This is an optimization exercise on Yosys and OpenROAD, whose aim is small area, not a production implementation. Only simulation tests tie the RTL to the original design; equivalence was not proved. The clock port is modelled as an ideal driver; clocking choices that lean on that would not hold on a real chip. No activity file was given, so power comes from the tool's default toggle rates.

==> v24: inputs <==
==> flow/design.v <==
module epl_Row_Decode_sub (
           input  wire [3:0]  pA_i,
           input  wire        pRead_i,
           input  wire        pWrite_i,
           output wire [15:0] pSel_o,
           output wire [15:0] pWe_o
       );
wire [3:0] pLo_w  = 4'b0001 << pA_i[1:0];
wire [3:0] pHi_w  = 4'b0001 << pA_i[3:2];
wire [3:0] pHiR_w = pHi_w & {4{pRead_i}};
wire [3:0] pHiW_w = pHi_w & {4{pWrite_i}};
genvar gi;
generate
    for (gi = 0; gi < 16; gi = gi + 1)
    begin : g_dec
        assign pSel_o[gi] = pHiR_w[gi / 4] & pLo_w[gi % 4];
        assign pWe_o[gi]  = pHiW_w[gi / 4] & pLo_w[gi % 4];
    end
endgenerate
endmodule
module epl_Column_Decode_sub (
           input  wire [15:0] pSel_i,
           input  wire [15:0] pD_i,
           output wire        pQ_o
       );
wire [5:0] pGrpN_w;
genvar gi;
generate
    for (gi = 0; gi < 5; gi = gi + 1)
    begin : g_grp
        epl_Column_Access_sub AOI_s (
                                  .pS_i(pSel_i[3*gi +: 3]),
                                  .pD_i(pD_i[3*gi +: 3]),
                                  .pYn_o(pGrpN_w[gi])
                              );
    end
endgenerate
assign pGrpN_w[5] = ~(pSel_i[15] & pD_i[15]);
assign pQ_o = ~&pGrpN_w;
endmodule
module epl_ecc_encoder (
           input  wire       pWRITE_i,
           input  wire [3:0] pDATA_i,
           output wire [6:0] pCODEWORD_o
       );
wire [3:0] pG_w = pDATA_i & {4{pWRITE_i}};
wire       pS_w, pR_w, pT_w;
epl_ecc_xor2 X0 (.pA_i(pWRITE_i), .pB_i(pG_w[3]), .pY_o(pS_w));
epl_ecc_xor2 X1 (.pA_i(pS_w),     .pB_i(pG_w[2]), .pY_o(pR_w));
epl_ecc_xor2 X2 (.pA_i(pR_w),     .pB_i(pG_w[1]), .pY_o(pCODEWORD_o[3]));
epl_ecc_xor2 X3 (.pA_i(pR_w),     .pB_i(pG_w[0]), .pY_o(pCODEWORD_o[1]));
epl_ecc_xor2 X4 (.pA_i(pS_w),     .pB_i(pG_w[1]), .pY_o(pT_w));
epl_ecc_xor2 X5 (.pA_i(pT_w),     .pB_i(pG_w[0]), .pY_o(pCODEWORD_o[0]));
assign pCODEWORD_o[6] = pG_w[3];
assign pCODEWORD_o[5] = pG_w[2];
assign pCODEWORD_o[4] = pG_w[1];
assign pCODEWORD_o[2] = pG_w[0];
endmodule
module epl_ecc_xor2 (
           input  wire pA_i,
           input  wire pB_i,
           output wire pY_o
       );
assign pY_o = pA_i ^ pB_i;
endmodule
module epl_Column_Access_sub (
           input  wire [2:0] pS_i,
           input  wire [2:0] pD_i,
           output wire       pYn_o
       );
assign pYn_o = ~|(pS_i & pD_i);
endmodule
module epl_Read_Mux_sub (
           input  wire [15:0] pSel_i,
           input  wire [15:0] pD_i,
           input  wire        pWrite_i,
           input  wire        pWd_i,
           output wire        pQ_o
       );
wire [5:0] pGrpN_w;
genvar gi;
generate
    for (gi = 0; gi < 5; gi = gi + 1)
    begin : g_grp
        epl_Column_Access_sub AOI_s (
                                  .pS_i(pSel_i[3*gi +: 3]),
                                  .pD_i(pD_i[3*gi +: 3]),
                                  .pYn_o(pGrpN_w[gi])
                              );
    end
endgenerate
assign pGrpN_w[5] = ~((pSel_i[15] & pD_i[15]) | (pWrite_i & pWd_i));
assign pQ_o = ~&pGrpN_w;
endmodule
module epl_FFRAM02_top_fi (
           input  wire [4-1 :0] pA_i,
           input  wire [1-1:0]       pFS_i,
           input  wire [4-1:0]  pD_i,
           input  wire                    pCLOCK_i,
           input  wire                    nRESET_i,
           input  wire                    nCEN_i,
           input  wire                    nWEN_i,
           output reg  [4-1:0]  pQ_o,
           output reg                     pERR_o,
           output wire [6:0]              pCcodeword1_o
       );
wire pWrite_w = ~nCEN_i & ~nWEN_i;
wire pRead_w  = ~nCEN_i &  nWEN_i;
wire pRdHit_w = pFS_i[0] & (pA_i[3:1] == 3'b001);
reg [3:0]  pMem_r [0:15];
reg [15:0] pOk_r;
wire [15:0] pSel_w, pWe_w;
epl_Row_Decode_sub RD_s (
                       .pA_i    (pA_i),
                       .pRead_i (pRead_w),
                       .pWrite_i(pWrite_w),
                       .pSel_o  (pSel_w),
                       .pWe_o   (pWe_w)
                   );
genvar gi;
generate
    for (gi = 0; gi < 16; gi = gi + 1)
    begin : g_word
        always @(posedge pCLOCK_i)
        begin
            if (pWe_w[gi])
                pMem_r[gi] <= pD_i;
        end
        always @(posedge pCLOCK_i or negedge nRESET_i)
        begin
            if (!nRESET_i)
                pOk_r[gi] <= 1'b0;
            else if (pWe_w[gi])
                pOk_r[gi] <= ((gi == 4) || (gi == 5)) ? ~pFS_i[0] : 1'b1;
        end
    end
endgenerate
wire [4:0] pX_w;                     
generate
    for (gi = 0; gi < 4; gi = gi + 1)
    begin : g_rd
        wire [15:0] pCol_w;
        genvar gw;
        for (gw = 0; gw < 16; gw = gw + 1)
        begin : g_col
            assign pCol_w[gw] = pMem_r[gw][gi];
        end
        epl_Read_Mux_sub RM_s (
                             .pSel_i  (pSel_w),
                             .pD_i    (pCol_w),
                             .pWrite_i(pWrite_w),
                             .pWd_i   (pD_i[gi]),
                             .pQ_o    (pX_w[gi])
                         );
    end
endgenerate
epl_Column_Decode_sub OK_s (
                          .pSel_i(pSel_w),
                          .pD_i  (pOk_r),
                          .pQ_o  (pX_w[4])
                      );
reg        pW1_r, pV1_r, pV2_r, pV3_r;
reg [4:0]  pS1_r, pS2_r, pS3_r;      
reg        pDist_r;
always @(posedge pCLOCK_i or negedge nRESET_i)
begin
    if (!nRESET_i)
    begin
        pW1_r <= 1'b0;
        pV1_r <= 1'b0;
        pV2_r <= 1'b0;
        pV3_r <= 1'b0;
    end
    else
    begin
        pW1_r <= pWrite_w;
        pV1_r <= pRead_w;
        pV2_r <= pV1_r;
        pV3_r <= pV2_r;
    end
end
always @(posedge pCLOCK_i)
begin
    pS1_r <= pX_w;
    pS2_r <= pS1_r;
    pS3_r <= pS2_r;
end
always @(posedge pCLOCK_i or negedge nRESET_i)
begin
    if (!nRESET_i)
        pDist_r <= 1'b0;
    else if (pRead_w)
        pDist_r <= pRdHit_w;
    else if (pV3_r)
        pDist_r <= 1'b0;
end
always @(posedge pCLOCK_i or negedge nRESET_i)
begin
    if (!nRESET_i)
    begin
        pQ_o   <= 4'b0;
        pERR_o <= 1'b0;
    end
    else if (!pV3_r)
    begin
        pQ_o   <= 4'b0;
        pERR_o <= 1'b0;
    end
    else if (pS3_r[4])
    begin
        pQ_o   <= pS3_r[3:0];
        pERR_o <= pDist_r;
    end
    else
    begin
        pQ_o   <= pDist_r ? 4'b0100 : 4'b1000;
        pERR_o <= 1'b1;
    end
end
epl_ecc_encoder EE_s (
                    .pWRITE_i   (pW1_r),
                    .pDATA_i    (pS1_r[3:0]),
                    .pCODEWORD_o(pCcodeword1_o)
                );
endmodule
==> flow/flow/run.sh <==
#!/bin/bash
# The standard layout (standard.sh), with two changes:
#  - port buffers use the smallest buffer cell (every port still gets one);
#  - the clock tree is built by flow/clock_tree.tcl instead of TritonCTS:
#    the clock port drives one inverter, which drives a few large inverters,
#    each driving one position-based cluster of flip-flops.
# Each tool's output goes to a log file of its own in this folder.
set -euo pipefail
export BUFFER_PORTS_ARGS="-buffer_cell sky130_fd_sc_hd__buf_1"
bash standard.sh place > log_standard_place.log 2>&1
openroad -no_init -exit flow/clock_tree.tcl > log_clock_tree.log 2>&1
bash standard.sh > log_standard_finish.log 2>&1
==> flow/flow/clock_tree.tcl <==
# Clock tree for the placed design, in place of ORFS's CTS step.
# Reads ORFS's 3_place result and writes the 4_1_cts result that the rest of
# the standard flow continues from.
set res orfs/results/sky130hd/epl_FFRAM02_top_fi/base
set nleaf 3
set leafcell sky130_fd_sc_hd__inv_16
set rootcell sky130_fd_sc_hd__inv_4

read_liberty $::env(FLOW_HOME)/platforms/sky130hd/lib/sky130_fd_sc_hd__tt_025C_1v80.lib
read_db $res/3_place.odb
read_sdc $res/3_place.sdc
source $::env(FLOW_HOME)/platforms/sky130hd/setRC.tcl
source flow/mcts.tcl

mcts_build $nleaf $leafcell $rootcell

detailed_placement
check_placement -verbose
set_propagated_clock [all_clocks]
estimate_parasitics -placement
report_clock_skew
report_worst_slack -min
report_worst_slack -max
set m 0
foreach p [get_pins */CLK] {
  set s [get_property $p slew_max]
  if {$s > $m} { set m $s }
}
puts "largest flip-flop clock pin slew (placement estimate): $m"

write_db $res/4_1_cts.odb
write_sdc -no_timestamp $res/4_cts.sdc
==> flow/flow/mcts.tcl <==
# Clock tree builder: flip-flops are split into K clusters by position
# (balanced k-means); each cluster gets one leaf driver at its centre.
proc mcts_build { K bufcell {rootcell ""} } {
  set block [ord::get_db_block]
  set clknet [$block findNet pCLOCK_i]
  set sinks {}
  foreach it [$clknet getITerms] {
    set inst [$it getInst]
    set b [$inst getBBox]
    lappend sinks [list $it [expr {([$b xMin]+[$b xMax])/2.0}] [expr {([$b yMin]+[$b yMax])/2.0}]]
  }
  set n [llength $sinks]
  # init centers: spread along sorted x then y
  set sorted [lsort -real -index 1 $sinks]
  set cx {}; set cy {}
  for {set k 0} {$k < $K} {incr k} {
    set s [lindex $sorted [expr {int(($k + 0.5) * $n / $K)}]]
    lappend cx [lindex $s 1]; lappend cy [lindex $s 2]
  }
  set cap [expr {int(ceil(double($n) / $K)) + 2}]
  for {set iter 0} {$iter < 30} {incr iter} {
    # balanced assignment: greedy by distance with capacity
    set pairs {}
    set i 0
    foreach s $sinks {
      for {set k 0} {$k < $K} {incr k} {
        set d [expr {abs([lindex $s 1]-[lindex $cx $k]) + abs([lindex $s 2]-[lindex $cy $k])}]
        lappend pairs [list $d $i $k]
      }
      incr i
    }
    set pairs [lsort -real -index 0 $pairs]
    array unset asg; array unset cnt
    for {set k 0} {$k < $K} {incr k} { set cnt($k) 0 }
    foreach p $pairs {
      lassign $p d i k
      if {[info exists asg($i)]} continue
      if {$cnt($k) >= $cap} continue
      set asg($i) $k; incr cnt($k)
    }
    set sx {}; set sy {}
    for {set k 0} {$k < $K} {incr k} { set sumx($k) 0.0; set sumy($k) 0.0 }
    set i 0
    foreach s $sinks {
      set k $asg($i)
      set sumx($k) [expr {$sumx($k) + [lindex $s 1]}]
      set sumy($k) [expr {$sumy($k) + [lindex $s 2]}]
      incr i
    }
    set cx {}; set cy {}
    for {set k 0} {$k < $K} {incr k} {
      lappend cx [expr {$sumx($k) / max(1,$cnt($k))}]
      lappend cy [expr {$sumy($k) / max(1,$cnt($k))}]
    }
  }
  set master [[ord::get_db] findMaster $bufcell]
  set srcnet $clknet
  if {$rootcell ne ""} {
    set rm [[ord::get_db] findMaster $rootcell]
    set rinst [odb::dbInst_create $block $rm "clkroot_0"]
    set sx 0.0; set sy 0.0
    for {set k 0} {$k < $K} {incr k} { set sx [expr {$sx + [lindex $cx $k]}]; set sy [expr {$sy + [lindex $cy $k]}] }
    $rinst setLocation [expr {int($sx / $K)}] [expr {int($sy / $K)}]
    $rinst setPlacementStatus PLACED
    $rinst setSourceType TIMING
    set srcnet [odb::dbNet_create $block "clknet_root"]
    $srcnet setSigType CLOCK
    [$rinst findITerm A] connect $clknet
    [$rinst findITerm Y] connect $srcnet
  }
  for {set k 0} {$k < $K} {incr k} {
    set inst [odb::dbInst_create $block $master "clkbuf_leaf_$k"]
    $inst setLocation [expr {int([lindex $cx $k])}] [expr {int([lindex $cy $k])}]
    $inst setPlacementStatus PLACED
    $inst setSourceType TIMING
    set net [odb::dbNet_create $block "clknet_leaf_$k"]
    $net setSigType CLOCK
    [$inst findITerm A] connect $srcnet
    set oterm [$inst findITerm X]
    if {$oterm eq "NULL" || $oterm eq ""} { set oterm [$inst findITerm Y] }
    $oterm connect $net
    set lists($k) $net
  }
  set i 0
  foreach s $sinks {
    set it [lindex $s 0]
    $it disconnect
    $it connect $lists($asg($i))
    incr i
  }
  for {set k 0} {$k < $K} {incr k} { puts "cluster $k: $cnt($k) sinks" }
}
==> flow/standard.sh <==
#!/bin/bash
# synth_recipe.tcl (not shown) runs the flow's synth.tcl, then flattens the netlist and writes it again
# the make line also repeats each setting of config.mk as NAME=value (left out here)
make -C /OpenROAD-flow-scripts/flow DESIGN_CONFIG=/design/flow/config.mk WORK_HOME=/design/flow/orfs CLKGATE_MAP_FILE= SYNTH_SCRIPT=/design/flow/synth_recipe.tcl "${@:-finish}"
==> flow/config.mk <==
export PLATFORM = sky130hd
export DESIGN_NAME = epl_FFRAM02_top_fi
export DESIGN_NICKNAME = epl_FFRAM02_top_fi
export VERILOG_FILES = /design/flow/design.v
export SDC_FILE = /design/flow/constraint.sdc
export NUM_CORES = 4
export LEC_CHECK = 0
export CAP_MARGIN = 20
export CORE_MARGIN = 2
export CORE_UTILIZATION = 60
export SLEW_MARGIN = 20
export SYNTH_HIERARCHICAL = 1
export SYNTH_MINIMUM_KEEP_SIZE = 0
==> flow/constraint.sdc <==
create_clock -name core_clock -period 4.0 [get_ports {pCLOCK_i}]
set_input_delay 0.8000 -clock core_clock [delete_from_list [all_inputs] [get_ports {pCLOCK_i}]]
set_output_delay 0.8000 -clock core_clock [all_outputs]
set_load 0.01 [all_outputs]
==> v13: changes against v24 <==
--- a/flow/design.v
+++ b/flow/design.v
@@ -39,27 +39,2 @@
 assign pQ_o = ~&pGrpN_w;
-endmodule
-module epl_ecc_encoder (
-           input  wire       pWRITE_i,
-           input  wire [3:0] pDATA_i,
-           output wire [6:0] pCODEWORD_o
-       );
-wire [3:0] pG_w = pDATA_i & {4{pWRITE_i}};
-wire       pS_w, pR_w, pT_w;
-epl_ecc_xor2 X0 (.pA_i(pWRITE_i), .pB_i(pG_w[3]), .pY_o(pS_w));
-epl_ecc_xor2 X1 (.pA_i(pS_w),     .pB_i(pG_w[2]), .pY_o(pR_w));
-epl_ecc_xor2 X2 (.pA_i(pR_w),     .pB_i(pG_w[1]), .pY_o(pCODEWORD_o[3]));
-epl_ecc_xor2 X3 (.pA_i(pR_w),     .pB_i(pG_w[0]), .pY_o(pCODEWORD_o[1]));
-epl_ecc_xor2 X4 (.pA_i(pS_w),     .pB_i(pG_w[1]), .pY_o(pT_w));
-epl_ecc_xor2 X5 (.pA_i(pT_w),     .pB_i(pG_w[0]), .pY_o(pCODEWORD_o[0]));
-assign pCODEWORD_o[6] = pG_w[3];
-assign pCODEWORD_o[5] = pG_w[2];
-assign pCODEWORD_o[4] = pG_w[1];
-assign pCODEWORD_o[2] = pG_w[0];
-endmodule
-module epl_ecc_xor2 (
-           input  wire pA_i,
-           input  wire pB_i,
-           output wire pY_o
-       );
-assign pY_o = pA_i ^ pB_i;
 endmodule
@@ -219,7 +194,8 @@
 end
-epl_ecc_encoder EE_s (
-                    .pWRITE_i   (pW1_r),
-                    .pDATA_i    (pS1_r[3:0]),
-                    .pCODEWORD_o(pCcodeword1_o)
-                );
-endmodule
+wire [3:0] pWd_w = pS1_r[3:0];
+assign pCcodeword1_o = {7{pW1_r}} & {pWd_w[3], pWd_w[2], pWd_w[1],
+                                      ~(pWd_w[1] ^ pWd_w[2] ^ pWd_w[3]),
+                                      pWd_w[0],
+                                      ~(pWd_w[0] ^ pWd_w[2] ^ pWd_w[3]),
+                                      ~(pWd_w[0] ^ pWd_w[1] ^ pWd_w[3])};
+endmodule
CORE_UTILIZATION = 40   (was 60)
==> summary.txt <==
Of v24 and v13, v24 has the higher hold slack (gap 1.6 ps). In clock power, v24 and v13 hardly differ. Against v24, the die area of v13 is larger by about 50%. Against v24, the sequential share of layout area of v13 is lower by 1.0 points. Of v13 and v24, v13 has the higher cell count (gap about 12%, measured against v24).
==> figures <==
Number of optimization iterations in the first detailed-route pass: v13 5; v24 6
Final layout net count: v13 282; v24 279
Worst clock skew on the final layout: v13 7.05 ps; v24 7.85 ps
Die Span Y: v13 101 um; v24 83.0 um
Share of the synthesized area in the top cell type: v13 51.3%; v24 51.3%
Run status: v13 complete, no violations; v24 complete, no violations
Placeable Area: v13 9150 sq um; v24 5990 sq um
Levels on crit path: v13 7; v24 5
Global Route met2 Usage: v13 24.3%; v24 30.6%
Count of non-filler cells in the finished layout: v13 378; v24 339
Power per cell area: v13 431 nW/um^2; v24 438 nW/um^2

static timing again, ports no longer ideal:
Ports are ideal in the flow. The routed layouts listed here were re-timed in OpenROAD.
Step 1 (the two cells are an assumption about what drives the block):
set clk [get_ports {pCLOCK_i}]
set_driving_cell -lib_cell sky130_fd_sc_hd__clkbuf_16 $clk
set_driving_cell -lib_cell sky130_fd_sc_hd__buf_2 [delete_from_list [all_inputs] $clk]
Step 2 adds t to the input delays and takes it off the output delays; t is the mean of the earliest and latest rising clock arrival at the registers after step 1. Input paths then give back, and output paths get back, about the clock's delay inside the block.
a / b / c = ideal / step 1 / step 2; a / b = the first two.
run | t, ns | setup WS [ns] | clock arrival spread, ns | slew at the worst register clock pin (ns) | cell pins on the clock port's net
v24 | 0.287 | 1.474 / 1.436 / 1.348 | 0.009 / 0.009 | 0.11 / 0.11 | 1
v13 | 0.283 | 1.652 / 1.662 / 1.379 | 0.010 / 0.009 | 0.11 / 0.11 | 1
After both steps setup and hold are still met in every run listed. For v13, which loses most, drivers alone change the setup slack by +0.010 ns; drivers and shift together by -0.273 ns.
